This is an optimization exercise on Yosys and OpenROAD, whose aim is small area and a short achievable clock period, not a production implementation.
In this exercise RTL edits were held to simulation tests only and were not proved equivalent to the original.
Power is estimated from default activity; no workload was simulated.

==> flow/design.v <==
typedef enum logic [2:0] {OP_AND=3'h3, OP_ADD=3'h2, OP_XOR=3'h4, OP_MULT=3'h1, OP_NULL=3'h0} opcode;
`timescale 1 ns / 1 ps
module tinyalu (
	input  [7:0]  A,
	input  [7:0]  B,
	input  [2:0]  op,
	input         clk,
	input         reset_n,
	input         start,
	output        done,
	output [15:0] result
);
wire is_mult = (op == OP_MULT);
wire is_add  = (op == OP_ADD);
wire is_and  = (op == OP_AND);
wire is_xor  = (op == OP_XOR);
reg  [8:0] r_q;
reg        d_q;
wire       r_add = reset_n & is_add;
wire       r_and = reset_n & is_and;
wire       r_xor = reset_n & is_xor;
wire [8:0] sum;
alu_add u_add (.A(A), .B(B), .sum(sum));
wire [8:0] r_d   = ({9{r_add}} & sum) | ({9{r_and}} & {1'b0, A & B}) | ({9{r_xor}} & {1'b0, A ^ B});
always @(posedge clk) begin
	if (!reset_n || is_add || is_and || is_xor)
		r_q <= r_d;
	d_q <= reset_n & start & (is_add | is_and | is_xor);
end
wire        en_m = start & is_mult;
reg  [7:0]  a_q, b_q;
reg  [15-1:0] s_q;
reg  [14-1:0] c_q;
reg  [15:0] m2_q, m_q;
reg  [2:0]  p_q;
reg         v_q;
reg         ci_q;
	wire pp0_0 = a_q[0] & b_q[0];
	wire pp0_1 = a_q[0] & b_q[1];
	wire pp0_2 = a_q[0] & b_q[2];
	wire pp0_3 = a_q[0] & b_q[3];
	wire pp0_4 = a_q[0] & b_q[4];
	wire pp0_5 = a_q[0] & b_q[5];
	wire pp0_6 = a_q[0] & b_q[6];
	wire pp0_7 = a_q[0] & b_q[7];
	wire pp1_0 = a_q[1] & b_q[0];
	wire pp1_1 = a_q[1] & b_q[1];
	wire pp1_2 = a_q[1] & b_q[2];
	wire pp1_3 = a_q[1] & b_q[3];
	wire pp1_4 = a_q[1] & b_q[4];
	wire pp1_5 = a_q[1] & b_q[5];
	wire pp1_6 = a_q[1] & b_q[6];
	wire pp1_7 = a_q[1] & b_q[7];
	wire pp2_0 = a_q[2] & b_q[0];
	wire pp2_1 = a_q[2] & b_q[1];
	wire pp2_2 = a_q[2] & b_q[2];
	wire pp2_3 = a_q[2] & b_q[3];
	wire pp2_4 = a_q[2] & b_q[4];
	wire pp2_5 = a_q[2] & b_q[5];
	wire pp2_6 = a_q[2] & b_q[6];
	wire pp2_7 = a_q[2] & b_q[7];
	wire pp3_0 = a_q[3] & b_q[0];
	wire pp3_1 = a_q[3] & b_q[1];
	wire pp3_2 = a_q[3] & b_q[2];
	wire pp3_3 = a_q[3] & b_q[3];
	wire pp3_4 = a_q[3] & b_q[4];
	wire pp3_5 = a_q[3] & b_q[5];
	wire pp3_6 = a_q[3] & b_q[6];
	wire pp3_7 = a_q[3] & b_q[7];
	wire pp4_0 = a_q[4] & b_q[0];
	wire pp4_1 = a_q[4] & b_q[1];
	wire pp4_2 = a_q[4] & b_q[2];
	wire pp4_3 = a_q[4] & b_q[3];
	wire pp4_4 = a_q[4] & b_q[4];
	wire pp4_5 = a_q[4] & b_q[5];
	wire pp4_6 = a_q[4] & b_q[6];
	wire pp4_7 = a_q[4] & b_q[7];
	wire pp5_0 = a_q[5] & b_q[0];
	wire pp5_1 = a_q[5] & b_q[1];
	wire pp5_2 = a_q[5] & b_q[2];
	wire pp5_3 = a_q[5] & b_q[3];
	wire pp5_4 = a_q[5] & b_q[4];
	wire pp5_5 = a_q[5] & b_q[5];
	wire pp5_6 = a_q[5] & b_q[6];
	wire pp5_7 = a_q[5] & b_q[7];
	wire pp6_0 = a_q[6] & b_q[0];
	wire pp6_1 = a_q[6] & b_q[1];
	wire pp6_2 = a_q[6] & b_q[2];
	wire pp6_3 = a_q[6] & b_q[3];
	wire pp6_4 = a_q[6] & b_q[4];
	wire pp6_5 = a_q[6] & b_q[5];
	wire pp6_6 = a_q[6] & b_q[6];
	wire pp6_7 = a_q[6] & b_q[7];
	wire pp7_0 = a_q[7] & b_q[0];
	wire pp7_1 = a_q[7] & b_q[1];
	wire pp7_2 = a_q[7] & b_q[2];
	wire pp7_3 = a_q[7] & b_q[3];
	wire pp7_4 = a_q[7] & b_q[4];
	wire pp7_5 = a_q[7] & b_q[5];
	wire pp7_6 = a_q[7] & b_q[6];
	wire pp7_7 = a_q[7] & b_q[7];
	wire hs1 = pp0_6 ^ pp1_5;
	wire hc2 = pp0_6 & pp1_5;
	wire fs3 = pp0_7 ^ pp1_6 ^ pp2_5;
	wire fc4 = (pp0_7 & pp1_6) | (pp0_7 & pp2_5) | (pp1_6 & pp2_5);
	wire hs5 = pp3_4 ^ pp4_3;
	wire hc6 = pp3_4 & pp4_3;
	wire fs7 = pp1_7 ^ pp2_6 ^ pp3_5;
	wire fc8 = (pp1_7 & pp2_6) | (pp1_7 & pp3_5) | (pp2_6 & pp3_5);
	wire hs9 = pp4_4 ^ pp5_3;
	wire hc10 = pp4_4 & pp5_3;
	wire fs11 = pp2_7 ^ pp3_6 ^ pp4_5;
	wire fc12 = (pp2_7 & pp3_6) | (pp2_7 & pp4_5) | (pp3_6 & pp4_5);
	wire hs13 = pp0_4 ^ pp1_3;
	wire hc14 = pp0_4 & pp1_3;
	wire fs15 = pp0_5 ^ pp1_4 ^ pp2_3;
	wire fc16 = (pp0_5 & pp1_4) | (pp0_5 & pp2_3) | (pp1_4 & pp2_3);
	wire hs17 = pp3_2 ^ pp4_1;
	wire hc18 = pp3_2 & pp4_1;
	wire fs19 = hs1 ^ pp2_4 ^ pp3_3;
	wire fc20 = (hs1 & pp2_4) | (hs1 & pp3_3) | (pp2_4 & pp3_3);
	wire fs21 = pp4_2 ^ pp5_1 ^ pp6_0;
	wire fc22 = (pp4_2 & pp5_1) | (pp4_2 & pp6_0) | (pp5_1 & pp6_0);
	wire fs23 = fs3 ^ hs5 ^ pp5_2;
	wire fc24 = (fs3 & hs5) | (fs3 & pp5_2) | (hs5 & pp5_2);
	wire fs25 = pp6_1 ^ pp7_0 ^ hc2;
	wire fc26 = (pp6_1 & pp7_0) | (pp6_1 & hc2) | (pp7_0 & hc2);
	wire fs27 = fs7 ^ hs9 ^ pp6_2;
	wire fc28 = (fs7 & hs9) | (fs7 & pp6_2) | (hs9 & pp6_2);
	wire fs29 = pp7_1 ^ fc4 ^ hc6;
	wire fc30 = (pp7_1 & fc4) | (pp7_1 & hc6) | (fc4 & hc6);
	wire fs31 = fs11 ^ pp5_4 ^ pp6_3;
	wire fc32 = (fs11 & pp5_4) | (fs11 & pp6_3) | (pp5_4 & pp6_3);
	wire fs33 = pp7_2 ^ fc8 ^ hc10;
	wire fc34 = (pp7_2 & fc8) | (pp7_2 & hc10) | (fc8 & hc10);
	wire fs35 = pp3_7 ^ pp4_6 ^ pp5_5;
	wire fc36 = (pp3_7 & pp4_6) | (pp3_7 & pp5_5) | (pp4_6 & pp5_5);
	wire fs37 = pp6_4 ^ pp7_3 ^ fc12;
	wire fc38 = (pp6_4 & pp7_3) | (pp6_4 & fc12) | (pp7_3 & fc12);
	wire fs39 = pp4_7 ^ pp5_6 ^ pp6_5;
	wire fc40 = (pp4_7 & pp5_6) | (pp4_7 & pp6_5) | (pp5_6 & pp6_5);
	wire hs41 = pp0_3 ^ pp1_2;
	wire hc42 = pp0_3 & pp1_2;
	wire fs43 = hs13 ^ pp2_2 ^ pp3_1;
	wire fc44 = (hs13 & pp2_2) | (hs13 & pp3_1) | (pp2_2 & pp3_1);
	wire fs45 = fs15 ^ hs17 ^ pp5_0;
	wire fc46 = (fs15 & hs17) | (fs15 & pp5_0) | (hs17 & pp5_0);
	wire fs47 = fs19 ^ fs21 ^ fc16;
	wire fc48 = (fs19 & fs21) | (fs19 & fc16) | (fs21 & fc16);
	wire fs49 = fs23 ^ fs25 ^ fc20;
	wire fc50 = (fs23 & fs25) | (fs23 & fc20) | (fs25 & fc20);
	wire fs51 = fs27 ^ fs29 ^ fc24;
	wire fc52 = (fs27 & fs29) | (fs27 & fc24) | (fs29 & fc24);
	wire fs53 = fs31 ^ fs33 ^ fc28;
	wire fc54 = (fs31 & fs33) | (fs31 & fc28) | (fs33 & fc28);
	wire fs55 = fs35 ^ fs37 ^ fc32;
	wire fc56 = (fs35 & fs37) | (fs35 & fc32) | (fs37 & fc32);
	wire fs57 = fs39 ^ pp7_4 ^ fc36;
	wire fc58 = (fs39 & pp7_4) | (fs39 & fc36) | (pp7_4 & fc36);
	wire fs59 = pp5_7 ^ pp6_6 ^ pp7_5;
	wire fc60 = (pp5_7 & pp6_6) | (pp5_7 & pp7_5) | (pp6_6 & pp7_5);
	wire hs61 = pp0_2 ^ pp1_1;
	wire hc62 = pp0_2 & pp1_1;
	wire fs63 = hs41 ^ pp2_1 ^ pp3_0;
	wire fc64 = (hs41 & pp2_1) | (hs41 & pp3_0) | (pp2_1 & pp3_0);
	wire fs65 = fs43 ^ pp4_0 ^ hc42;
	wire fc66 = (fs43 & pp4_0) | (fs43 & hc42) | (pp4_0 & hc42);
	wire fs67 = fs45 ^ hc14 ^ fc44;
	wire fc68 = (fs45 & hc14) | (fs45 & fc44) | (hc14 & fc44);
	wire fs69 = fs47 ^ hc18 ^ fc46;
	wire fc70 = (fs47 & hc18) | (fs47 & fc46) | (hc18 & fc46);
	wire fs71 = fs49 ^ fc22 ^ fc48;
	wire fc72 = (fs49 & fc22) | (fs49 & fc48) | (fc22 & fc48);
	wire fs73 = fs51 ^ fc26 ^ fc50;
	wire fc74 = (fs51 & fc26) | (fs51 & fc50) | (fc26 & fc50);
	wire fs75 = fs53 ^ fc30 ^ fc52;
	wire fc76 = (fs53 & fc30) | (fs53 & fc52) | (fc30 & fc52);
	wire fs77 = fs55 ^ fc34 ^ fc54;
	wire fc78 = (fs55 & fc34) | (fs55 & fc54) | (fc34 & fc54);
	wire fs79 = fs57 ^ fc38 ^ fc56;
	wire fc80 = (fs57 & fc38) | (fs57 & fc56) | (fc38 & fc56);
	wire fs81 = fs59 ^ fc40 ^ fc58;
	wire fc82 = (fs59 & fc40) | (fs59 & fc58) | (fc40 & fc58);
	wire fs83 = pp6_7 ^ pp7_6 ^ fc60;
	wire fc84 = (pp6_7 & pp7_6) | (pp6_7 & fc60) | (pp7_6 & fc60);
	wire [15-1:0] s_d = {pp7_7, fs83, fs81, fs79, fs77, fs75, fs73, fs71, fs69, fs67, fs65, fs63, hs61, pp0_1, pp0_0};
	wire [14-1:0] c_d = {fc84, fc82, fc80, fc78, fc76, fc74, fc72, fc70, fc68, fc66, fc64, hc62, pp2_0, pp1_0};
	wire ci_d = 1'b0;
	wire [15:0] prod = s_q + ({c_q, 1'b0} << (1 - 1)) + ({15'd0, ci_q} << 1);
always @(posedge clk) begin
	if (en_m) begin
		a_q  <= A;
		b_q  <= B;
		s_q  <= s_d;
		c_q  <= c_d;
		ci_q <= ci_d;
		m2_q <= prod;
		m_q  <= m2_q;
	end
end
always @(posedge clk) begin
	if (!reset_n) begin
		p_q <= 3'd0;
		v_q <= 1'b0;
	end else if (en_m) begin
		p_q <= {p_q[1] & p_q[0], p_q[1] ^ p_q[0], ~p_q[0] & ~p_q[2]};
		v_q <= v_q | (p_q == 3'd3);
	end
end
wire sel_m = is_mult & v_q;
assign done   = is_mult ? p_q[2] : d_q;
assign result = ({16{sel_m}} & m_q) | ({16{~is_mult}} & {7'd0, r_q});
endmodule
module alu_add (
	input  [7:0] A,
	input  [7:0] B,
	output [8:0] sum
);
assign sum = A + B;
endmodule
==> flow/flow/run.sh <==
#!/bin/bash
# Layout flow: the standard flow (standard.sh, ORFS) with these changes only:
#  - the ports are buffered with sky130_fd_sc_hd__buf_1 (BUFFER_PORTS_ARGS);
#  - synthesis does not extract full/half adders into fa/ha cells (ADDER_MAP_FILE
#    empty), so ABC maps the adders;
#  - ABC maps module alu_add with ORFS's speed script and the rest of the design
#    with flow/abc_area_d.script (delay-oriented mapping with area recovery).
# Synthesis is otherwise the standard flow's own script (synth_recipe.tcl: synth -nofsm -noshare,
# flatten, rename), so the registers are the standard synthesis's.
set -euo pipefail
W=$PWD
F=$W/flow
python3 $F/patch_synth.py "$FLOW_HOME/scripts/synth.tcl" $W/synth_my.tcl > patch.log 2>&1
sed "s#^source \$::env(SCRIPTS_DIR)/synth.tcl#source $W/synth_my.tcl#" synth_recipe.tcl > synth_recipe_my.tcl
grep -q "^source $W/synth_my.tcl" synth_recipe_my.tcl
sed "s#SYNTH_SCRIPT=[^ ]*synth_recipe.tcl#SYNTH_SCRIPT=$W/synth_recipe_my.tcl#" standard.sh > standard_my.sh
grep -q "SYNTH_SCRIPT=$W/synth_recipe_my.tcl" standard_my.sh
export BUFFER_PORTS_ARGS="-buffer_cell sky130_fd_sc_hd__buf_1"
export ADDER_MAP_FILE=
export MY_ABC_SCRIPT=$F/abc_area_d.script
export MY_ABC_SPEED_MODULES=alu_add
# clock tree: CTS with clkbuf_8 and without dummy loads
export CTS_ARGS="-sink_clustering_enable -repair_clock_nets -buf_list sky130_fd_sc_hd__clkbuf_8 -dont_use_dummy_load"
bash standard_my.sh > standard.log 2>&1
==> flow/flow/abc_area_d.script <==
strash
&get -n
&fraig -x
&put
scorr
dc2
dretime
strash
&get -n
&dch -f
&nf {D}
&put
buffer -c
topo
stime -c
upsize -c {D}
dnsize -c {D}
==> flow/flow/patch_synth.py <==
#!/usr/bin/env python3
"""Write a copy of ORFS's synth.tcl (argv[1]) to argv[2] in which the ABC mapping
step maps the modules in MY_ABC_SPEED_MODULES with ORFS's own script and the rest
with the script MY_ABC_SCRIPT. Nothing else in synthesis changes."""
import sys
src = open(sys.argv[1]).read()
old = "  log_cmd abc {*}$abc_args\n"
new = """  if { [info exists ::env(MY_ABC_SPEED_MODULES)] } {
    foreach m $::env(MY_ABC_SPEED_MODULES) { log_cmd abc {*}$abc_args $m }
  }
  log_cmd abc {*}[lreplace $abc_args 1 1 $::env(MY_ABC_SCRIPT)]
"""
assert src.count(old) == 1, "abc call not found in synth.tcl"
open(sys.argv[2], "w").write(src.replace(old, new))
==> flow/standard.sh <==
#!/bin/bash
# synth_recipe.tcl (not shown) runs the flow's synth.tcl, then flattens the netlist and writes it again
# the make line also repeats each setting of config.mk as NAME=value (left out here)
make -C /OpenROAD-flow-scripts/flow DESIGN_CONFIG=/design/flow/config.mk WORK_HOME=/design/flow/orfs CLKGATE_MAP_FILE= SYNTH_SCRIPT=/design/flow/synth_recipe.tcl "${@:-finish}"
==> flow/config.mk <==
export PLATFORM = sky130hd
export DESIGN_NAME = tinyalu
export DESIGN_NICKNAME = tinyalu
export VERILOG_FILES = /design/flow/design.v
export SDC_FILE = /design/flow/constraint.sdc
export NUM_CORES = 4
export LEC_CHECK = 0
export CAP_MARGIN = 20
export CORE_MARGIN = 2
export CORE_UTILIZATION = 40
export CTS_BUF_LIST = sky130_fd_sc_hd__clkbuf_8
export SETUP_SLACK_MARGIN = 1.7
export SLEW_MARGIN = 20
export SYNTH_HIERARCHICAL = 1
==> flow/constraint.sdc <==
create_clock -name core_clock -period 4.2 [get_ports {clk}]
set_input_delay 0.8400 -clock core_clock [delete_from_list [all_inputs] [get_ports {clk}]]
set_output_delay 0.8400 -clock core_clock [all_outputs]
set_load 0.01 [all_outputs]
==> reports/results.ini, run 1 <==
[synth]
seq_area_frac_synth_pct=48.51
ys_seq_elements=91
yosys_warnings=7
synth_top_cell_by_area=edfxtp_1
synth_compound_area_share_pct=14.52
synthArstFlopShare_pct=0
synthCells=532
synth_xor_area_share_pct=15.79
syn_nets=554
synth_mux_area_share_pct=0
synth_top_family_by_area=simple AND/OR/NAND/NOR gates
yosysTopAreaCellShare_pct=46.70
yosys.cell_types.count=65
synthSimpleGateAreaFrac_pct=16.20
yosys-top-cells-area=edfxtp_1 (47%), xnor2_1 (9.5%), nand2_1 (5.4%), nor2_1 (4.1%), xor2_1 (3.8%)
syn_area_per_cell_um2=10.40
synth_edf_count=86
yosys_most_used_dff=edfxtp_1
synthAdderAreaFrac_pct=2.443
synth_area_um2=5530

[global_route]
grt_pass1_vias=3467
grt.total_usage_pct=14.66
grt_pass1_wl_um=16820
gr-total-overflow=0
antenna_found_initial=0
grt_max_degree=78

[timing]
slew-limit-headroom_pct=37.61
setup_tns_ns=0
max_slew.worst_pin.slew_ns=0.9358
rsz0062_at_grt=yes
slew_violations=0
fin_skew_ns=0.02819
fmax_ghz=0.4032
min_period_ns=2.480
hold_viol=0
setup_violations=0
fin_crit_sh_pct=59.05
fin_hold_ws_ns=0.4218

[detailed_routing]
drt_iter0_drc=216
postRouteAntennaNets=0
wl_per_cell_um=13.92
vias=3931
drc_errors=0
vias_per_cell=5.132
drt-pass1-iter-count=5
wirelength_um=10670

[worst_hold_path]
min_path_cells=0
hold_start=m2_q[6]$_DFFE_PP_
hold_end=m_q[6]$_DFFE_PP_
hp-class=reg -> reg

[clocking]
cts.sinks=91
cts_buffers=9
cts_buffer_depth=2
h-tree-depth=3
cts-root-buf=clkbuf_8
cts_tree=done
clk_pin_slew_ns=0.08
clk_latency_ns=0.36

[status]
status=finished clean

[placed_design]
gp_congestion=0.8165
io_buffers=38
place_hpwl_um=7435

[layout]
finalNetCount=614
drive_gt1_share_pct=17.80
antennaDiodeCount=0
multi_input_area_um2=2859
area.growth.synth_to_final_pct=15.09
fillers=1206
seqCellArea_um2=2683

[floorplanning]
num_rows=42
placeableCoreArea_um2=13350
start_util_pct=41.43
chipWidth_um=121.6
die_area_um2=14780
ioPinCount=39
die_h_um=121.6

[critical_path]
reg2reg_from=b_q[7]$_DFFE_PP_
critical_path_class=in -> out
reg2reg_setup_slack_ns=1.74
required_ns=3.36
cp-end-kind=primary output
crit_fanout=5
r2r_end=s_q[8]$_DFFE_PP_
setup.worst_path.start_class=input port
rr_worst_depth=11
cp.arrival_ns=1.64

[power_and_ir_drop]
power.density_nw_per_um2=283.3
leakagePower_nw=2.341
vdd_drop_max_mv=0.1348

[job]
drv_cap=0

synthesized netlist by cell type (all sizes together) (2+ instances only):
library cell  number
o31ai              4
or2                2
nand4              7
nor2b              6
and3              14
and2              16
nand3              2
o22ai              5
a21boi             2
o21ai             21
a21o               3
dfxtp              5
a21oi             16
a32oi              8
nand2b             4
o221ai             3
nand2             82
maj3              13
edfxtp            86
o21ba              2
a22oi             10
inv                6
xnor2             62
a22o              15
xnor3              2
a31oi              8
o211ai             2
nor2              61
nor3               2
a211oi             3
clkbuf            11
xor2              27
buf               12
how the worst max path moves through the flow:
stage	from	to	slack, ns
3_5_place_dp	A[1]	r_q[6]$_DFFE_PP_	1.50
6_report	op[2]	result[7]	1.72
4_1_cts	op[1]	result[15]	1.67
5_1_grt	b_q[7]$_DFFE_PP_	s_q[8]$_DFFE_PP_	1.60
2_1_floorplan	op[2]	a_q[0]$_DFFE_PP_	1.51
3_3_place_gp	op[2]	result[1]	1.59
modules after synthesis, one instance, submodules excluded:
module,flops+latches,copies in the design,cells
alu_add,0,1,55
tinyalu,91,1,477
power by group:
group          internal [mW]  switching (mW)
combinational          0.145           0.169
sequential              1.02          0.0206
clock                  0.192           0.255
total                   1.36           0.444
metal layers:
metal / wire length (um) / track usage, % / vias to the layer above
li1: - / - / 2029
met1: 4969 / 20.17 / 1805
met2: 4971 / 23.49 / 88
met3: 564 / 2.528 / 9
met4: 160 / 5.172 / 0
met5: 0 / 0 / -
state kept, by name (all words and copies together), names as in the netlist:
| name | cells |
|---|---|
| m2_q | 16 |
| m_q | 16 |
| s_q | 15 |
| c_q | 14 |
| r_q | 9 |
| a_q | 8 |
| b_q | 8 |
| p_q | 3 |
| d_q | 1 |
| v_q | 1 |
layout by cell type (no fill, tap or decap), types with 5 or more instances in the layout:
master,count
a22oi_1,8
and3_1,9
dfxtp_1,5
o21ai_0,18
xnor2_1,59
a32oi_1,8
buf_4,30
xor2_1,24
buf_1,19
nand2_2,5
a22o_1,15
clkbuf_8,9
nand4_1,7
clkbuf_2,5
buf_6,6
nand2_1,75
maj3_1,10
buf_2,9
and2_1,15
a31oi_1,7
nor2_1,58
edfxtp_1,86
a21oi_1,15
nor2b_1,6
and3_4,6
o22ai_1,5
timing repair:
item | in CTS | in global routing
pin swaps | 1 | 29
buffers inserted | 5 | 26
gates cloned | 1 | 1
hold buffers | 0 | 0
endpoints found under the setup margin | 16 | 29
resized for setup | 14 | 49
per-stage QoR:
step | util, % | worst slack [ns] | power (mW) | cells | instance area [um^2]
2_1_floorplan | - | 1.508 | 1.285 | 532 | 5562
3_3_place_gp | 43.51 | 1.592 | 1.345 | 724 | 5808
3_5_place_dp | 43.51 | 1.497 | 1.352 | 724 | 5808
4_1_cts | 45.14 | 1.669 | 1.802 | 739 | 6026
5_1_grt | 47.68 | 1.598 | 1.898 | 766 | 6365
6_report | 47.68 | 1.720 | 1.803 | 766 | 6365
worst max-delay path: stages:
cell    delay, ns
buf_8        0.10
nor2_4       0.18
and3_4       0.25
a22o_1       0.14
buf_2        0.13
area by class of cell:
type                       instances  share of cell area, %
multi-input combinational        413                  44.92
sequential                        91                  42.15
timing repair buffer              70                  7.057
tap                              176                  3.460
clock buffer                       9                  1.946
inverter                           7                 0.4718
logic make-up after synthesis:
logic type / after synthesis
AND/OR/NAND/NOR: 198
adder cells (fa/ha/maj): 13
AO/OA/AOI/OAI: 109
XOR/XNOR: 91
buffers and inverters: 30
flip-flops: 91
==> run 2, diff against run 1 <==
--- a/flow/config.mk
+++ b/flow/config.mk
@@ -9,6 +9,6 @@
 export CORE_MARGIN = 2
 export CORE_UTILIZATION = 40
 export CTS_BUF_LIST = sky130_fd_sc_hd__clkbuf_8
-export SETUP_SLACK_MARGIN = 1.7
+export SETUP_SLACK_MARGIN = 1.6
 export SLEW_MARGIN = 20
 export SYNTH_HIERARCHICAL = 1
==> run 2 against run 1 <==
  * First-iteration DRC count up 1.4%
  * Wire length down 2.8%
  * Design area fell by 3.5%
  * Clock power hardly changed
  * Register-to-register slack about the same
  * Cell count decreased by 1.4%
  * Utilization shrank 1.7 points
  * Sequential cell count unchanged
  * Die area did not move
  * Global-route usage fell by 0.21 points
  * Critical endpoint unchanged
  * Largest power group unchanged
==> reports/results.ini, run 2 <==
[synth]
yosys.cell_types.count=65
yosys_most_used_dff=edfxtp_1
synthArstFlopShare_pct=0
yosys-top-cells-area=edfxtp_1 (47%), xnor2_1 (9.5%), nand2_1 (5.4%), nor2_1 (4.1%), xor2_1 (3.8%)
synth_edf_count=86
syn_area_per_cell_um2=10.40
yosys_warnings=7
seq_area_frac_synth_pct=48.51
synth_top_cell_by_area=edfxtp_1
ys_seq_elements=91
syn_nets=554
synthCells=532
yosysTopAreaCellShare_pct=46.70
synth_area_um2=5530
synth_top_cells_by_count=edfxtp_1 (86), nand2_1 (80), nor2_1 (61), xnor2_1 (60), xor2_1 (24)
yosysMostFrequentCell=edfxtp_1

[timing]
slew_violations=0
fmax_ghz=0.3978
max_slew.worst_pin.slew_ns=0.9379
setup_tns_ns=0
setup_violations=0
slew-limit-headroom_pct=37.47
hold_viol=0
rsz0062_at_grt=yes
min_period_ns=2.514
fin_skew_ns=0.02868
fin_crit_sh_pct=59.85

[worst_hold_path]
min_path_cells=0
hp-class=reg -> reg
hold_start=m2_q[1]$_DFFE_PP_
hold_end=m_q[1]$_DFFE_PP_

[critical_path]
r2r_end=s_q[8]$_DFFE_PP_
crit_family=simple AND/OR/NAND/NOR gates
reg2reg_from=a_q[1]$_DFFE_PP_
setup.worst_path.start_class=input port
cp_slowest_cell=and3_4
crit_fanout=9
crit_top_cell=buf_1
rr_worst_depth=10
cp.arrival_ns=1.67
required_ns=3.36
worst-path-buf-inv=2
reg2reg_setup_slack_ns=1.73
cp_cell_sequence=buf_1 > nor2_4 > and3_4 > a22o_1 > buf_1
critical_path_class=in -> out
cp-end-kind=primary output
critPathMaxStageDelay_ns=0.26

[layout]
fin_cells=755
drive_gt1_share_pct=11.40
antennaDiodeCount=0
finalNetCount=603
final_common_cell=edfxtp_1
mostFrequentLayoutCells=edfxtp_1 (86), nand2_1 (77), xnor2_1 (60)
fillers=1235
area.growth.synth_to_final_pct=11.04
top_regs=m2_q (16), m_q (16), s_q (15)

[clocking]
holdBufCountCts=0
h-tree-depth=3
cts-root-buf=clkbuf_8
cts_buffers=9
cts.sinks=91
cts_buffer_depth=2
cts_tree=done
clk_latency_ns=0.36
clk_pin_slew_ns=0.07

[status]
status=finished clean

[detailed_routing]
highest_layer=met4
vias_per_cell=5.122
drt-pass1-iter-count=5
drc_errors=0
postRouteAntennaNets=0
drt_iter0_drc=219
wl_met2_um=4636
wl_met1_um=5054
wirelength_um=10360
wl_met3_um=448
vias=3867
wl_per_cell_um=13.73

[floorplanning]
ioPinCount=39
die_area_um2=14780
chipWidth_um=121.6
die_h_um=121.6
num_rows=42
placeableCoreArea_um2=13350
start_util_pct=41.43

[global_route]
grt_pass1_wl_um=16670
gr-total-overflow=0
antenna_found_initial=0
grt_max_degree=78
grt_pass1_vias=3476
grt.total_usage_pct=14.45

[power_and_ir_drop]
vdd_drop_max_mv=0.1338
power.density_nw_per_um2=291.5
leakagePower_nw=2.204

[placed_design]
dp_cells=724
io_buffers=38
place_hpwl_um=7435
gp_congestion=0.8165

[job]
drv_cap=0

==> run 2: where the power goes <==
part / switching [mW] / internal (mW)
combinational: 0.164 / 0.135
clock: 0.255 / 0.192
sequential: 0.0217 / 1.02
==> run 2: through the flow <==
stage	power, mW	setup slack, ns	util [%]	hold WS [ns]	area (um^2)
floorplan	1.285	1.508	-	0.4003	5562
global placement	1.345	1.592	43.51	0.4027	5808
detailed placement	1.352	1.497	43.51	0.4045	5808
CTS	1.797	1.610	44.59	0.4227	5952
global route	1.881	1.566	46.01	0.4297	6141
finish	1.790	1.686	46.01	0.4220	6141
==> run 2: area by class of cell <==
type / count / area (um^2) / share of cell area [%]
repair buffers: 61 / 312.8 / 5.094
multi-input cells: 411 / 2771 / 45.13
flip-flops and latches: 91 / 2683 / 43.68
inverters: 7 / 30.03 / 0.4890
clock buffers: 9 / 123.9 / 2.017
well taps: 176 / 220.2 / 3.586
==> run 2: logic make-up (layout without fill, tap and decap cells) <==
kind of cell	after synthesis	after routing	synth area share, %
flops	91	91	48.51
compound gates	109	109	14.53
fa+ha+maj	13	13	2.443
xor+xnor	91	91	15.79
simple gates	198	198	16.20
buf+inv	30	77	2.534
==> run 2: worst reg2reg max path: stages, from the launching register on <==
cell and delay (ns):
edfxtp_1 0.52, a22oi_1 0.26, o21ba_1 0.20, xnor2_2 0.20, xnor2_1 0.16, xnor2_1 0.15, nor2_1 0.09, nor2_1 0.13
xor2_1 0.22, xor2_1 0.20, xnor2_1 0.08
==> run 2: worst max path at each step <==
stage	start	to	slack, ns	cells after the start
after global placement	op[2]	result[1]	1.59	5
after floorplan	op[2]	a_q[0]$_DFFE_PP_	1.51	5
after detailed placement	A[1]	r_q[6]$_DFFE_PP_	1.50	8
after global routing	a_q[1]$_DFFE_PP_	s_q[8]$_DFFE_PP_	1.57	10
final	op[2]	result[7]	1.69	5
after CTS	op[2]	result[1]	1.61	5
==> run 2: per-layer routing <==
metal	up-vias	GRT usage [%]
met5	-	0
met4	0	5.172
met1	1778	19.99
met3	15	2.528
met2	71	22.96
li1	2003	-
==> run 2: Yosys stat by module, one instance, submodules excluded <==
| module | cells | area (um^2) | copies in the design | flip-flops and latches |
|---|---|---|---|---|
| alu_add | 55 | 370.4 | 1 | 0 |
| tinyalu | 477 | 5160 | 1 | 91 |
==> run 2: repair_timing <==
item | CTS | global route
resized for setup | 3 | 8
pin swaps | 0 | 6
setup endpoints to repair | 11 | 19
setup buffers | 0 | 22
==> run 3, diff against run 2 <==
--- a/flow/config.mk
+++ b/flow/config.mk
@@ -9,6 +9,6 @@
 export CORE_MARGIN = 2
 export CORE_UTILIZATION = 40
 export CTS_BUF_LIST = sky130_fd_sc_hd__clkbuf_8
-export SETUP_SLACK_MARGIN = 1.6
+export SETUP_SLACK_MARGIN = 1.8
 export SLEW_MARGIN = 20
 export SYNTH_HIERARCHICAL = 1
==> run 3 against run 2 <==
  * Wire length grew 5.8%
  * Sequential cell count unchanged
  * Cell count increased by 1.3%
  * Synthesized cell count stayed put
  * Critical path depth unchanged
  * Worst hold slack hardly changed
  * Sequential power hardly changed
  * Utilization grew 2.6 points
  * Clock skew up 0.00058 ns
  * Area after synthesis unchanged
  * Worst setup slack improved by 0.038 ns
  * Die area unchanged
  * Largest power group unchanged
==> reports/results.ini, run 3 <==
[status]
status=finished clean

[synth]
synth_top_family_by_area=simple AND/OR/NAND/NOR gates
synth_compound_area_share_pct=14.52
synth_area_um2=5530
synthCells=532
yosys.cell_types.count=65
ys_seq_elements=91
yosys-top-cells-area=edfxtp_1 (47%), xnor2_1 (9.5%), nand2_1 (5.4%), nor2_1 (4.1%), xor2_1 (3.8%)
syn_area_per_cell_um2=10.40
synthArstFlopShare_pct=0
yosysMostFrequentCell=edfxtp_1
synthAdderAreaFrac_pct=2.443
synth_mux_area_share_pct=0
seq_area_frac_synth_pct=48.51
synth_xor_area_share_pct=15.79
yosysTopAreaCellShare_pct=46.70
yosys_warnings=7
synth_top_cells_by_count=edfxtp_1 (86), nand2_1 (80), nor2_1 (61), xnor2_1 (60), xor2_1 (24)
synthSimpleGateAreaFrac_pct=16.20
synth_top_cell_by_area=edfxtp_1
synth_edf_count=86
yosys_most_used_dff=edfxtp_1
syn_nets=554

[critical_path]
crit_fanout=5
reg2reg_from=b_q[7]$_DFFE_PP_
reg2reg_setup_slack_ns=1.78
cp_slowest_cell=and3_4
r2r_end=s_q[8]$_DFFE_PP_
setup.worst_path.start_class=input port
cp.arrival_ns=1.64
crit_family=simple AND/OR/NAND/NOR gates
required_ns=3.36
rr_worst_depth=10
cp_cell_sequence=buf_8 > nor2_4 > and3_4 > a22o_1 > buf_2
critPathMaxStageDelay_ns=0.25
cp-end-kind=primary output
worst-path-buf-inv=2
critical_path_class=in -> out

[clocking]
cts_buffer_depth=2
clk_latency_ns=0.36
cts_buffers=9
clk_pin_slew_ns=0.08
h-tree-depth=3
cts_tree=done
cts.sinks=91
cts-root-buf=clkbuf_8
holdBufCountCts=0

[timing]
min_period_ns=2.475
fin_crit_sh_pct=58.94
fin_ws_ns=1.725
setup_violations=0
hold_viol=0
slew_violations=0
setup_tns_ns=0
max_slew.worst_pin.slew_ns=0.8276
fmax_ghz=0.4040
slew-limit-headroom_pct=44.62
rsz0062_at_grt=yes
fin_skew_ns=0.02926

[global_route]
antenna_found_initial=0
grt_pass1_vias=3613
grt_pass1_wl_um=17280
gr-total-overflow=0
grt_max_degree=78
grt.total_usage_pct=15.15

[layout]
final_common_cell=edfxtp_1
antennaDiodeCount=0
fin_util_pct=48.58
drive_gt1_share_pct=22.24
area.growth.synth_to_final_pct=17.26
top_regs=m2_q (16), m_q (16), s_q (15)
fin_cells=765
fillers=1193
finalNetCount=613
mostFrequentLayoutCells=edfxtp_1 (86), nand2_1 (73), nor2_1 (57)
design_area_um2=6485

[worst_hold_path]
min_path_cells=0
hold_start=m2_q[6]$_DFFE_PP_
hold_end=m_q[6]$_DFFE_PP_
hp-class=reg -> reg

[power_and_ir_drop]
swShare_pct=24.90
clockPowerShare_pct=24.6
p_switching_mw=0.4530
intPower_mw=1.367
power.density_nw_per_um2=280.6
leakagePower_nw=2.392
vdd_drop_max_mv=0.1336
pwr-share-seq_pct=57.3
share_comb_of_total_power_pct=18.1

[floorplanning]
die_h_um=121.6
die_area_um2=14780
start_util_pct=41.43
num_rows=42
chipWidth_um=121.6
ioPinCount=39
placeableCoreArea_um2=13350

[detailed_routing]
vias=3957
postRouteAntennaNets=0
drt_iter0_drc=206
wl_per_cell_um=14.33
wirelength_um=10960
drt-pass1-iter-count=5
drc_errors=0
vias_per_cell=5.173

[placed_design]
io_buffers=38
dp_cells=724
dpl_cell_area_um2=5808
gp_congestion=0.8165
pre_cts_slack_ns=1.497
place_hpwl_um=7435

[job]
drv_cap=0

[run 3: cell counts after synthesis]
Identical to the previous run, type by type.
[run 3: timing repair]
item,in CTS,in global routing
endpoints found under the setup margin,28,56
pin swaps,18,33
gates cloned,2,0
endpoints found under the hold margin,0,0
setup buffers,23,7
resized for setup,43,45
[run 3: worst max path at each step]
stage | from | end | depth (start not counted)
after detailed placement | A[1] | r_q[6]$_DFFE_PP_ | 8
after floorplan | op[2] | a_q[0]$_DFFE_PP_ | 5
after global placement | op[2] | result[1] | 5
after global routing | b_q[7]$_DFFE_PP_ | s_q[7]$_DFFE_PP_ | 10
final | op[2] | result[7] | 5
after CTS | op[1] | result[1] | 5
[run 3: power groups by stage]
stage                     registers, mW  clock network [mW]  logic [mW]
after global routing               1.04               0.502       0.365
final                              1.04               0.448       0.329
after detailed placement           1.07                   0       0.285
after global placement             1.07                   0       0.278
after CTS                          1.04               0.464       0.311
after floorplan                    1.05                   0       0.236
[run 3: cell type report]
type	instances	area [um^2]	area share (%)
inverters	7	30.03	0.4631
repair buffers	69	478.0	7.370
flip-flops and latches	91	2683	41.37
clock buffers	9	123.9	1.910
well taps	176	220.2	3.396
multi-input cells	413	2950	45.49
[run 3: logic make-up after synthesis]
family                   after synthesis
AO/OA/AOI/OAI                        109
buffers and inverters                 30
XOR/XNOR                              91
flip-flops                            91
adder cells (fa/ha/maj)               13
AND/OR/NAND/NOR                      198
[run 3: through the flow]
stage | hold slack, ns | total power [mW]
after floorplan | 0.4003 | 1.285
after global placement | 0.4027 | 1.345
after detailed placement | 0.4045 | 1.352
after CTS | 0.4227 | 1.817
after global routing | 0.4297 | 1.912
final | 0.4216 | 1.820
[run 3: per-layer routing]
layer	wire, um	up-vias	GRT usage (%)
li1	-	2022	-
met5	0	-	0
met1	5166	1799	20.26
met3	491	18	2.528
met2	5015	118	24.61
met4	286	0	6.178
[run 3: modules after synthesis, one instance, submodules excluded]
module / times used / flip-flops and latches
alu_add: 1 / 0
tinyalu: 1 / 91
==> run 4, diff against run 3 <==
--- a/flow/config.mk
+++ b/flow/config.mk
@@ -9,6 +9,6 @@
 export CORE_MARGIN = 2
 export CORE_UTILIZATION = 40
 export CTS_BUF_LIST = sky130_fd_sc_hd__clkbuf_8
-export SETUP_SLACK_MARGIN = 1.8
+export SETUP_SLACK_MARGIN = 1.5
 export SLEW_MARGIN = 20
 export SYNTH_HIERARCHICAL = 1
==> run 4 against run 3 <==
  * Critical path depth did not move
  * Utilization shrank 3.6 points
  * Worst hold slack got worse by 0.0020 ns
  * Die area stayed put
  * Area after synthesis stayed put
  * Cell count down 3.4%
  * Total power decreased by 1.7%
  * Register-to-register slack lost 0.11 ns
  * Combinational power shrank 12%
  * Clock power up 2%
  * Non-clock buffer count is 24 lower
  * Sequential share of layout area up 3.3 points
  * Critical endpoint unchanged
  * Largest power group unchanged
==> reports/results.ini, run 4 <==
[timing]
setup_violations=0
hold_viol=0
fin_ws_ns=1.599
rsz0062_at_grt=no
min_period_ns=2.601
setup_tns_ns=0
fin_crit_sh_pct=61.94
fin_skew_ns=0.01895
fmax_ghz=0.3844
slew_violations=0
slew-limit-headroom_pct=38.55
max_slew.worst_pin.slew_ns=0.9218

[synth]
yosys_warnings=7
yosysTopAreaCellShare_pct=46.70
yosys-top-cells-area=edfxtp_1 (47%), xnor2_1 (9.5%), nand2_1 (5.4%), nor2_1 (4.1%), xor2_1 (3.8%)
synth_top_cell_by_area=edfxtp_1
yosys_most_used_dff=edfxtp_1
synth_edf_count=86
yosysMostFrequentCell=edfxtp_1
yosys.cell_types.count=65
seq_area_frac_synth_pct=48.51
syn_area_per_cell_um2=10.40
synthArstFlopShare_pct=0
syn_nets=554
synthCells=532
synth_area_um2=5530
ys_seq_elements=91
synth_top_cells_by_count=edfxtp_1 (86), nand2_1 (80), nor2_1 (61), xnor2_1 (60), xor2_1 (24)

[global_route]
grt_max_degree=78
antenna_found_initial=0
gr-total-overflow=0
grt_pass1_wl_um=16680
grt.total_usage_pct=14.50
grt_pass1_vias=3453

[clocking]
cts.sinks=91
h-tree-depth=3
clk_pin_slew_ns=0.08
cts_tree=done
cts_buffer_depth=2
cts-root-buf=clkbuf_8
cts_buffers=9
clk_latency_ns=0.36

[critical_path]
reg2reg_from=b_q[7]$_DFFE_PP_
crit_top_cell=buf_1
crit_fanout=10
r2r_end=c_q[8]$_DFFE_PP_
cp.arrival_ns=1.76
reg2reg_setup_slack_ns=1.67
rr_worst_depth=9
cp-end-kind=primary output
cp_slowest_cell=a22o_1
critPathMaxStageDelay_ns=0.31
required_ns=3.36
critical_path_class=in -> out
crit_family=simple AND/OR/NAND/NOR gates
setup.worst_path.start_class=input port
worst-path-buf-inv=2
startpoint=op[2]
cp_cell_sequence=buf_1 > nor2_4 > nand2_1 > a22o_1 > buf_1

[layout]
design_area_um2=6006
final_common_cell=edfxtp_1
antennaDiodeCount=0
drive_gt1_share_pct=7.993
area.growth.synth_to_final_pct=8.597
fillers=1254
finalNetCount=587
top_regs=m2_q (16), m_q (16), s_q (15)
mostFrequentLayoutCells=edfxtp_1 (86), nand2_1 (79), xnor2_1 (60)

[floorplanning]
num_rows=42
chipWidth_um=121.6
die_h_um=121.6
placeableCoreArea_um2=13350
ioPinCount=39
start_util_pct=41.43
die_area_um2=14780

[detailed_routing]
vias=3788
drt_iter0_drc=243
wl_per_cell_um=13.75
drt-pass1-iter-count=4
drc_errors=0
vias_per_cell=5.126
wirelength_um=10160
postRouteAntennaNets=0

[power_and_ir_drop]
vdd_drop_max_mv=0.1284
power.density_nw_per_um2=297.8
leakagePower_nw=2.125

[worst_hold_path]
hold_end=m_q[7]$_DFFE_PP_
hold_start=m2_q[7]$_DFFE_PP_
min_path_cells=0
hp-class=reg -> reg

[status]
status=finished clean

[placed_design]
place_hpwl_um=7452
pre_cts_slack_ns=1.519
gp_congestion=0.8221
dpl_cell_area_um2=5808
io_buffers=38

[job]
drv_cap=0

[run 4: cell types whose count changed in the layout (fill, tap and decap cells not counted), moves of 5 or more]
cell	delta
nand2_1	+6
buf_4	-21
buf_6	-9
and3_4	-8
nand2_2	-5
clkbuf_2	-7
buf_1	+27
buf_2	-12
and3_1	+6
[run 4: timing repair]
item / CTS / global route
resized for setup: 0 / 5
hold buffers: 0 / 0
setup endpoints to repair: 0 / 15
setup buffers: 0 / 6
[run 4: worst max path at each step]
stage	slack [ns]	cells past startpoint	end
2_1_floorplan	1.51	5	a_q[0]$_DFFE_PP_
3_3_place_gp	1.59	5	result[1]
3_5_place_dp	1.52	5	result[7]
4_1_cts	1.52	5	result[7]
5_1_grt	1.50	10	m2_q[14]$_DFFE_PP_
6_report	1.60	5	result[7]
[run 4: modules after synthesis, one instance, submodules excluded]
module	cell area (um^2)	cells	copies in the design	flops+latches
alu_add	370.4	55	1	0
tinyalu	5160	477	1	91
[run 4: power breakdown]
part,leakage (nW),internal [mW],switching [mW]
clock,0.0647,0.192,0.263
combinational,1.20,0.129,0.159
sequential,0.864,1.02,0.0233
total,2.13,1.34,0.445
[run 4: cell type report]
type / count / area (um^2) / area share (%)
multi-input cells: 411 / 2754 / 45.85
flip-flops and latches: 91 / 2683 / 44.67
well taps: 176 / 220.2 / 3.667
repair buffers: 45 / 195.2 / 3.250
clock buffers: 9 / 123.9 / 2.063
inverters: 7 / 30.03 / 0.5000
[run 4: cell families after synthesis]
| group | count (synthesis) | synth area share, % |
|---|---|---|
| simple gates | 198 | 16.20 |
| compound gates | 109 | 14.53 |
| xor+xnor | 91 | 15.79 |
| flops | 91 | 48.51 |
| buf+inv | 30 | 2.534 |
| fa+ha+maj | 13 | 2.443 |
[run 4: per-stage QoR]
stage | power (mW) | std cells | hold WS [ns] | util [%]
final | 1.789 | 739 | 0.4196 | 44.99
after global routing | 1.886 | 739 | 0.4143 | 44.99
after CTS | 1.808 | 733 | 0.4146 | 44.44
after detailed placement | 1.352 | 724 | 0.4045 | 43.51
after global placement | 1.344 | 724 | 0.4022 | 43.51
after floorplan | 1.285 | 532 | 0.4003 | -
[run 4: routing by layer]
layer  share of wire [%]  routed length (um)  track usage (%)  vias up
li1                    -                   -                -     1964
met1                  49                4998            19.92     1741
met2                  44                4436            23.03       74
met3                 6.0                 605            3.511        9
met4                 1.2                 123            4.023        0
met5                   0                   0                0        -
==> run 5, diff against run 4 <==
--- a/flow/config.mk
+++ b/flow/config.mk
@@ -9,6 +9,6 @@
 export CORE_MARGIN = 2
 export CORE_UTILIZATION = 40
 export CTS_BUF_LIST = sky130_fd_sc_hd__clkbuf_8
-export SETUP_SLACK_MARGIN = 1.5
+export SETUP_SLACK_MARGIN = 1.4
 export SLEW_MARGIN = 20
 export SYNTH_HIERARCHICAL = 1
==> run 5 against run 4 <==
  * Clock skew shrank 0.0060 ns
  * Sequential cell count is the same
  * Synthesized cell count is the same
  * Die area unchanged
  * Total power down 0.60%
  * Critical path type unchanged
  * Critical endpoint unchanged
  * Largest cell class unchanged
  * Highest routed layer unchanged
==> reports/results.ini, run 5 <==
[layout]
antennaDiodeCount=0
drive_gt1_share_pct=6.440
area.growth.synth_to_final_pct=7.398
finalNetCount=583
top_regs=m2_q (16), m_q (16), s_q (15)
mostFrequentLayoutCells=edfxtp_1 (86), nand2_1 (79), nor2_1 (61)
final_common_cell=edfxtp_1

[clocking]
cts_buffers=9
cts.sinks=91
clk_latency_ns=0.35
cts_buffer_depth=2
holdBufCountCts=0
cts-root-buf=clkbuf_8
post_cts_resized=0
h-tree-depth=3
postCtsSetupBuffers=0
clk_pin_slew_ns=0.07
cts_tree=done

[detailed_routing]
drt_iter0_drc=237
vias_per_cell=5.152
postRouteAntennaNets=0
wirelength_um=10240
drc_errors=0
drt-pass1-iter-count=4
vias=3787
wl_per_cell_um=13.93

[power_and_ir_drop]
power.density_nw_per_um2=299.3
leakagePower_nw=2.094
vdd_drop_max_mv=0.1168
p_total_mw=1.778

[critical_path]
critPathMaxStageDelay_ns=0.38
setup.worst_path.start_class=input port
r2r_end=m2_q[15]$_DFFE_PP_
critical_path_class=in -> out
crit_fanout=9
cp.arrival_ns=1.83
crit_top_cell=buf_1
cp_cell_sequence=buf_1 > nor2_1 > and3_1 > a22o_1 > buf_1
required_ns=3.36
rr_worst_depth=10
cp-endpoint=result[7]
cp_slowest_cell=and3_1
startpoint=op[2]
reg2reg_from=s_q[2]$_DFFE_PP_
cp-end-kind=primary output
reg2reg_setup_slack_ns=1.60

[synth]
synth_area_um2=5530
yosysTopAreaCellShare_pct=46.70
synthArstFlopShare_pct=0
yosysMostFrequentCell=edfxtp_1
yosys_most_used_dff=edfxtp_1
yosys_warnings=7
synth_top_cells_by_count=edfxtp_1 (86), nand2_1 (80), nor2_1 (61), xnor2_1 (60), xor2_1 (24)
syn_area_per_cell_um2=10.40
synthCells=532
ys_seq_elements=91
syn_nets=554
yosys-top-cells-area=edfxtp_1 (47%), xnor2_1 (9.5%), nand2_1 (5.4%), nor2_1 (4.1%), xor2_1 (3.8%)
synth_edf_count=86
yosys.cell_types.count=65
synth_top_cell_by_area=edfxtp_1
seq_area_frac_synth_pct=48.51

[job]
drv_cap=0

[timing]
fin_crit_sh_pct=63.54
fin_skew_ns=0.01293
setup_tns_ns=0
min_period_ns=2.669
slew_violations=0
setup_violations=0
rsz0062_at_grt=no
fmax_ghz=0.3747
max_slew.worst_pin.slew_ns=0.5225
slew-limit-headroom_pct=64.80
hold_viol=0

[global_route]
grt_pass1_wl_um=16820
grt_pass1_vias=3458
grt.total_usage_pct=14.69
antenna_found_initial=0
gr-total-overflow=0
grt_max_degree=31

[floorplanning]
ioPinCount=39
num_rows=42
placeableCoreArea_um2=13350
start_util_pct=41.43
chipWidth_um=121.6
die_h_um=121.6
die_area_um2=14780

[placed_design]
io_buffers=38
gp_congestion=0.7758
place_hpwl_um=7809

[status]
status=finished clean

[worst_hold_path]
hp-class=reg -> reg
min_path_cells=0

-- run 5: cell counts after synthesis --
Identical to the previous run, type by type.
-- run 5: area by class of cell --
class	instances	area [um^2]
clock buffers	9	123.9
fillers	1289	7408
inverters	7	30.03
multi-input cells	411	2718
flip-flops and latches	91	2683
well taps	176	220.2
repair buffers	41	165.2
-- run 5: routing by layer --
| layer | wire length [um] | GRT usage [%] |
|---|---|---|
| met1 | 5049 | 20.55 |
| met2 | 4697 | 23.24 |
| met3 | 392 | 2.528 |
| met4 | 95 | 4.957 |
| met5 | 0 | 0 |
-- run 5: cell families (layout without fill, tap and decap cells) --
logic type      after synthesis  after routing  share of synthesized area [%]
compound gates              109            109                          14.53
fa+ha+maj                    13             13                          2.443
simple gates                198            198                          16.20
xor+xnor                     91             91                          15.79
buf+inv                      30             57                          2.534
flops                        91             91                          48.51
-- run 5: per-stage QoR --
stage | setup slack [ns] | hold WS (ns) | std cells | instance area [um^2] | utilization [%]
2_1_floorplan | 1.408 | 0.4003 | 532 | 5537 | -
6_report | 1.531 | 0.4198 | 735 | 5939 | 44.50
4_1_cts | 1.537 | 0.4212 | 735 | 5932 | 44.44
5_1_grt | 1.401 | 0.4276 | 735 | 5939 | 44.50
3_3_place_gp | 1.528 | 0.4014 | 726 | 5808 | 43.51
3_5_place_dp | 1.452 | 0.4045 | 726 | 5808 | 43.51
-- run 5: power breakdown --
group / total (mW) / internal, mW / switching [mW]
clock: 0.448 / 0.192 / 0.256
combinational: 0.284 / 0.127 / 0.157
sequential: 1.05 / 1.02 / 0.0237
-- run 5: worst min path at each step --
stage | from | end | slack [ns]
3_5_place_dp | m2_q[12]$_DFFE_PP_ | m_q[12]$_DFFE_PP_ | 0.40
4_1_cts | m2_q[12]$_DFFE_PP_ | m_q[12]$_DFFE_PP_ | 0.42
2_1_floorplan | s_q[0]$_DFFE_PP_ | m2_q[0]$_DFFE_PP_ | 0.40
6_report | m2_q[12]$_DFFE_PP_ | m_q[12]$_DFFE_PP_ | 0.42
5_1_grt | m2_q[10]$_DFFE_PP_ | m_q[10]$_DFFE_PP_ | 0.43
3_3_place_gp | m2_q[0]$_DFFE_PP_ | m_q[0]$_DFFE_PP_ | 0.40
-- run 5: worst max-delay path: cells and delay by family --
family                 cells  cell delay, ns
AO/OA/AOI/OAI              1            0.19
buffers and inverters      2            0.25
AND/OR/NAND/NOR            2            0.55
-- run 5: Yosys stat by module (local to each module, per instance) --
module	area, um^2	flops+latches
tinyalu	5160	91
alu_add	370.4	0
==> run 6, diff against run 5 <==
==> flow/flow/abc_area_d.script (replaced) <==
strash
&get -n
&fraig -x
&put
scorr
dc2
dretime
strash
&get -n
&dch -f
&nf {D}
&put
--- a/flow/config.mk
+++ b/flow/config.mk
@@ -9,6 +9,6 @@
 export CORE_MARGIN = 2
 export CORE_UTILIZATION = 40
 export CTS_BUF_LIST = sky130_fd_sc_hd__clkbuf_8
-export SETUP_SLACK_MARGIN = 1.4
+export SETUP_SLACK_MARGIN = 1.7
 export SLEW_MARGIN = 20
 export SYNTH_HIERARCHICAL = 1
==> run 6 against run 5 <==
  * Worst setup slack gained 0.17 ns
  * Critical path depth is the same
  * Wire length grew 8.0%
  * Synthesized cell count shrank 3.8%
  * Design area grew 6.9%
  * Cell count grew 4.6%
  * Sequential cell count is the same
  * First-iteration DRC count grew 49%
  * Total power grew 1.3%
  * Utilization grew 3.8 points
  * Via count grew 7.2%
  * Sequential power is essentially flat
  * Critical endpoint is now result[8]
==> reports/results.ini, run 6 <==
[status]
status=finished clean

[global_route]
grt.total_usage_pct=15.08
grt_pass1_wl_um=16970
antenna_found_initial=0
grt_max_degree=78
gr-total-overflow=0
grt_pass1_vias=3430

[synth]
yosys_warnings=7
synthArstFlopShare_pct=0
synth_top_cell_by_area=edfxtp_1
syn_nets=534
yosysMostFrequentCell=edfxtp_1
yosys.cell_types.count=47
synth_top_cells_by_count=edfxtp_1 (86), nand2_1 (82), xnor2_1 (62), nor2_1 (61), xor2_1 (27)
yosys_most_used_dff=edfxtp_1
synth_area_um2=5330
seq_area_frac_synth_pct=50.33
synthCells=512
yosysTopAreaCellShare_pct=48.45
yosys-top-cells-area=edfxtp_1 (48%), xnor2_1 (10%), nand2_1 (5.8%), xor2_1 (4.4%), nor2_1 (4.3%)
synth_edf_count=86
syn_area_per_cell_um2=10.41
ys_seq_elements=91

[detailed_routing]
wl_per_cell_um=14.38
postRouteAntennaNets=0
vias=4058
drt-pass1-iter-count=5
drc_errors=0
vias_per_cell=5.277
wirelength_um=11060
drt_iter0_drc=354

[power_and_ir_drop]
vdd_drop_max_mv=0.1218
leakagePower_nw=2.321
power.density_nw_per_um2=283.6

[timing]
fin_crit_sh_pct=59.43
slew_violations=0
fin_skew_ns=0.02159
slew-limit-headroom_pct=44.66
setup_tns_ns=0
rsz0062_at_grt=yes
fmax_ghz=0.4006
hold_viol=0
max_slew.worst_pin.slew_ns=0.8270
setup_violations=0
min_period_ns=2.496

[critical_path]
setup.worst_path.start_class=input port
critical_path_class=in -> out
cp-end-kind=primary output
cp_slowest_cell=and3_4
worst-path-buf-inv=2
cp.arrival_ns=1.66
reg2reg_setup_slack_ns=1.75
cp_cell_sequence=buf_4 > nor2_4 > and3_4 > a22o_1 > buf_2
crit_fanout=5
required_ns=3.36
crit_family=simple AND/OR/NAND/NOR gates
critPathMaxStageDelay_ns=0.25

[floorplanning]
die_h_um=119.4
ioPinCount=39
placeableCoreArea_um2=13140
die_area_um2=14260
start_util_pct=40.57
num_rows=42
chipWidth_um=119.4

[worst_hold_path]
hp-class=reg -> reg

[layout]
antennaDiodeCount=0
drive_gt1_share_pct=17.88
final_common_cell=edfxtp_1
top_regs=m2_q (16), m_q (16), s_q (15)
area.growth.synth_to_final_pct=19.15
seqCellArea_um2=2683
mostFrequentLayoutCells=edfxtp_1 (86), nand2_1 (78), xnor2_1 (59)
fin_cells=769
finalNetCount=617
multi_input_area_um2=2828
fillers=1192

[clocking]
cts_tree=done
clk_latency_ns=0.35
clk_pin_slew_ns=0.08
cts.sinks=91
cts_buffers=9
cts-root-buf=clkbuf_8
cts_buffer_depth=2
h-tree-depth=3

[placed_design]
place_hpwl_um=7261
dp_cells=723
io_buffers=38
gp_congestion=0.8295

[job]
drv_cap=0

run 6: changes by cell type in the layout (fill, tap and decap cells not counted), sizes merged, moves of 5 or more:
cell,change
buf,+24
clkbuf,+8
clkinv,+6
inv,-5
run 6: cell families (layout without fill, tap and decap cells):
group	after synthesis	after routing	share of synthesized area, %
simple gates	198	200	16.50
compound gates	109	109	14.51
xor+xnor	91	91	15.47
flops	91	91	50.33
fa+ha+maj	13	13	2.465
buf+inv	10	89	0.7278
run 6: power breakdown:
group	internal [mW]	leakage [nW]	switching, mW
registers	1.02	0.864	0.0185
clock network	0.192	0.0647	0.253
logic	0.144	1.39	0.171
run 6: metal layers:
layer  wire length [um]  GRT usage [%]  up-vias  part of all wire [%]
met5                  0              0        -                     0
met1               5066          21.16     1897                    46
met3                553          2.682       15                   5.0
met2               5263          23.64      122                    48
li1                   -              -     2024                     -
met4                175          5.221        0                   1.6
run 6: layout make-up:
class / instances / area share (%)
timing repair buffer: 73 / 7.329
sequential: 91 / 42.24
inverter: 7 / 0.4925
tap: 176 / 3.467
clock buffer: 9 / 1.950
multi-input combinational: 413 / 44.52
run 6: path summary, 6_finish.rpt:
path,from,to,cells after the start
worst min register to register,m2_q[14]$_DFFE_PP_,m_q[14]$_DFFE_PP_,0
worst max register to register,a_q[0]$_DFFE_PP_,s_q[7]$_DFFE_PP_,10
worst min-delay path,m2_q[14]$_DFFE_PP_,m_q[14]$_DFFE_PP_,0
worst max-delay path,op[1],result[8],5
run 6: stage by stage:
step / utilization [%] / power, mW / instance area (um^2) / worst slack (ns) / hold WS, ns
floorplan: - / 1.269 / 5340 / 1.749 / 0.4003
global placement: 43.31 / 1.332 / 5690 / 1.511 / 0.4030
detailed placement: 43.31 / 1.339 / 5690 / 1.417 / 0.4045
CTS: 45.63 / 1.797 / 5995 / 1.689 / 0.4244
global route: 48.34 / 1.889 / 6351 / 1.603 / 0.4315
finish: 48.34 / 1.801 / 6351 / 1.704 / 0.4212
run 6: Yosys stat by module (local to each module, per instance):
module	copies in the design	cells inside
tinyalu	1	457
alu_add	1	55
run 6: what timing repair did:
action                                 in CTS  in global routing
pin swaps                                   6                 33
cloned                                      1                  1
hold buffers                                0                  0
setup buffers                              13                 22
endpoints found under the hold margin       0                  0
setup endpoints to repair                  28                 31
gates resized for setup                    23                 65
==> run 7, diff against run 6 <==
==> flow/flow/abc_area_d.script (replaced) <==
strash
&get -n
&fraig -x
&put
scorr
dc2
dretime
strash
&get -n
&dch -f
&nf {D}
&put
buffer -c
topo
stime -c
upsize -c {D}
dnsize -c {D}
--- a/flow/config.mk
+++ b/flow/config.mk
@@ -9,6 +9,6 @@
 export CORE_MARGIN = 2
 export CORE_UTILIZATION = 40
 export CTS_BUF_LIST = sky130_fd_sc_hd__clkbuf_8
-export SETUP_SLACK_MARGIN = 1.7
+export SETUP_SLACK_MARGIN = 1.65
 export SLEW_MARGIN = 20
 export SYNTH_HIERARCHICAL = 1
==> run 7 against run 6 <==
  * Clock skew up 0.0073 ns
  * Total power down 0.17%
  * Worst setup slack worse by 0.018 ns
  * Fmax down 0.71%
  * Highest routed layer unchanged
  * Still clean on timing, DRC and antenna
  * Area after synthesis up 3.8%
  * Design area down 1.8%
  * Critical path depth unchanged
  * Sequential power about the same
  * Register-to-register slack about the same
  * Via count down 3.7%
  * Combinational power down 2%
==> reports/results.ini, run 7 <==
[timing]
fin_crit_sh_pct=59.86
min_period_ns=2.514
fmax_ghz=0.3978
setup_violations=0
fin_ws_ns=1.686
max_slew.worst_pin.slew_ns=0.9259
fin_hold_ws_ns=0.4210
slew_violations=0
setup_tns_ns=0
fin_skew_ns=0.02885
slew-limit-headroom_pct=38.27
hold_viol=0
rsz0062_at_grt=yes

[synth]
synth_top_cell_by_area=edfxtp_1
yosysTopAreaCellShare_pct=46.70
synth_edf_count=86
syn_nets=554
synthSimpleGateAreaFrac_pct=16.20
seq_area_frac_synth_pct=48.51
yosys_most_used_dff=edfxtp_1
yosys_warnings=7
synthAdderAreaFrac_pct=2.443
synth_mux_area_share_pct=0
yosys-top-cells-area=edfxtp_1 (47%), xnor2_1 (9.5%), nand2_1 (5.4%), nor2_1 (4.1%), xor2_1 (3.8%)
synth_area_um2=5530
synth_top_family_by_area=simple AND/OR/NAND/NOR gates
ys_seq_elements=91
synthCells=532
synthArstFlopShare_pct=0
syn_area_per_cell_um2=10.40
synth_compound_area_share_pct=14.52
yosys.cell_types.count=65
yosysMostFrequentCell=edfxtp_1
synth_xor_area_share_pct=15.79
synth_top_cells_by_count=edfxtp_1 (86), nand2_1 (80), nor2_1 (61), xnor2_1 (60), xor2_1 (24)

[floorplanning]
die_area_um2=14780
die_h_um=121.6
num_rows=42
placeableCoreArea_um2=13350
start_util_pct=41.43
chipWidth_um=121.6
ioPinCount=39

[global_route]
grt_max_degree=78
grt_pass1_wl_um=16770
grt_pass1_vias=3467
grt.total_usage_pct=14.58
antenna_found_initial=0
gr-total-overflow=0

[critical_path]
crit_fanout=5
cp.arrival_ns=1.67
setup.worst_path.start_class=input port
cp-end-kind=primary output
required_ns=3.36
critical_path_class=in -> out

[layout]
finalNetCount=607
mostFrequentLayoutCells=edfxtp_1 (86), nand2_1 (75), xnor2_1 (59)
antennaDiodeCount=0
fin_cells=759
design_area_um2=6238
drive_gt1_share_pct=15.09
top_regs=m2_q (16), m_q (16), s_q (15)
fin_util_pct=46.74
area.growth.synth_to_final_pct=12.81
final_common_cell=edfxtp_1

[detailed_routing]
wirelength_um=10540
drt_iter0_drc=242
drc_errors=0
postRouteAntennaNets=0
vias_per_cell=5.146
wl_per_cell_um=13.88
drt-pass1-iter-count=4
vias=3906

[clocking]
holdBufCountCts=0
cts_tree=done
h-tree-depth=3
clk_pin_slew_ns=0.07
cts.sinks=91
cts_buffer_depth=2
cts-root-buf=clkbuf_8
clk_latency_ns=0.36
cts_buffers=9

[placed_design]
io_buffers=38
pre_cts_slack_ns=1.497
dp_cells=724
place_hpwl_um=7435
gp_congestion=0.8165
dpl_cell_area_um2=5808

[worst_hold_path]
hp-class=reg -> reg

[power_and_ir_drop]
leakagePower_nw=2.278
power.density_nw_per_um2=288.2
p_total_mw=1.798
vdd_drop_max_mv=0.1336

[status]
status=finished clean

[job]
drv_cap=0

==> run 7: final cells by class <==
cell class	count	area, um^2
Inverter	7	30.03
Sequential cell	91	2683
Clock buffer	9	123.9
Fill cell	1222	7109
Multi-Input combinational cell	413	2838
Tap cell	176	220.2
Timing Repair Buffer	63	344.1
==> run 7: logic make-up (layout without fill, tap and decap cells) <==
logic type                 Yosys count  count (layout)
AOI/OAI and AO/OA                  109             109
DFF                                 91              91
and+or+nand+nor                    198             200
buffers and inverters               30              79
adders and majority gates           13              13
xor gates and xnor gates            91              91
==> run 7: layer usage <==
layer,global-route usage (%),vias to the layer above,part of all wire [%]
met5,0,-,0
met4,5.172,0,1.5
met3,2.528,10,5.7
met2,23.28,75,46
met1,20.11,1808,47
li1,-,2013,-
==> run 7: path summary, 6_finish.rpt <==
check / startpoint / end / slack [ns] / depth (start not counted)
max: op[1] / result[10] / 1.69 / 5
min: m2_q[6]$_DFFE_PP_ / m_q[6]$_DFFE_PP_ / 0.42 / 0
max reg2reg: b_q[7]$_DFFE_PP_ / s_q[8]$_DFFE_PP_ / 1.75 / 10
min reg2reg: m2_q[6]$_DFFE_PP_ / m_q[6]$_DFFE_PP_ / 0.42 / 0
==> run 7: timing repair <==
action / in CTS / in global routing
endpoints found under the hold margin: 0 / 0
resized for setup: 6 / 28
setup buffers: 3 / 21
endpoints found under the setup margin: 15 / 25
pin swaps: 0 / 21
cloned: 0 / 2
==> run 7: worst max-delay path, stage by stage <==
cell and delay, ns:
clkbuf_2 0.12, nor2_4 0.19, and2_2 0.22, and3_1 0.16, buf_1 0.14
==> run 7: where the power goes <==
group | switching (mW) | internal (mW)
registers | 0.0209 | 1.02
logic | 0.168 | 0.140
clock network | 0.255 | 0.192
==> run 7: per-module statistics from Yosys (local to each module, per instance) <==
module / area [um^2] / copies in the design
tinyalu: 5160 / 1
alu_add: 370.4 / 1

## separate check: timing with driven ports
The flow's constraints put no driver on any port. The routed layouts listed below were extracted and timed again, unchanged, in two steps.
Step 1 sets driving cells, clkbuf_16 on the clock port and buf_2 on the other inputs (assumed; they add their load-dependent delay and slew).
Step 2 times the ports against the registers' clock, not the clock port: input delays grow and output delays shrink by t, the midpoint of the rising clock arrivals with the driver on.
a / b / c = no drivers / after step 1 / after step 2; a / b = the first two.
run | t, ns | setup slack, ns | hold WS [ns] | worst setup path after step 2
run 1 | 0.383 | 1.720 / 1.680 / 1.474 | 0.422 / 0.422 / 0.422 | input to register
run 2 | 0.383 | 1.686 / 1.664 / 1.495 | 0.422 / 0.422 / 0.422 | input to register
run 3 | 0.381 | 1.725 / 1.685 / 1.530 | 0.422 / 0.422 / 0.422 | input to register
run 4 | 0.379 | 1.599 / 1.578 / 1.475 | 0.420 / 0.420 / 0.420 | input to register
run 5 | 0.377 | 1.531 / 1.510 / 1.466 | 0.420 / 0.420 / 0.420 | input to register
run 6 | 0.374 | 1.704 / 1.677 / 1.448 | 0.421 / 0.421 / 0.421 | input to register
run 7 | 0.382 | 1.686 / 1.664 / 1.449 | 0.421 / 0.421 / 0.421 | input to register
After both steps every run listed still meets setup and hold. The setup slack of run 6, which loses most, moves by -0.027 ns with the drivers and by -0.256 ns with both steps.
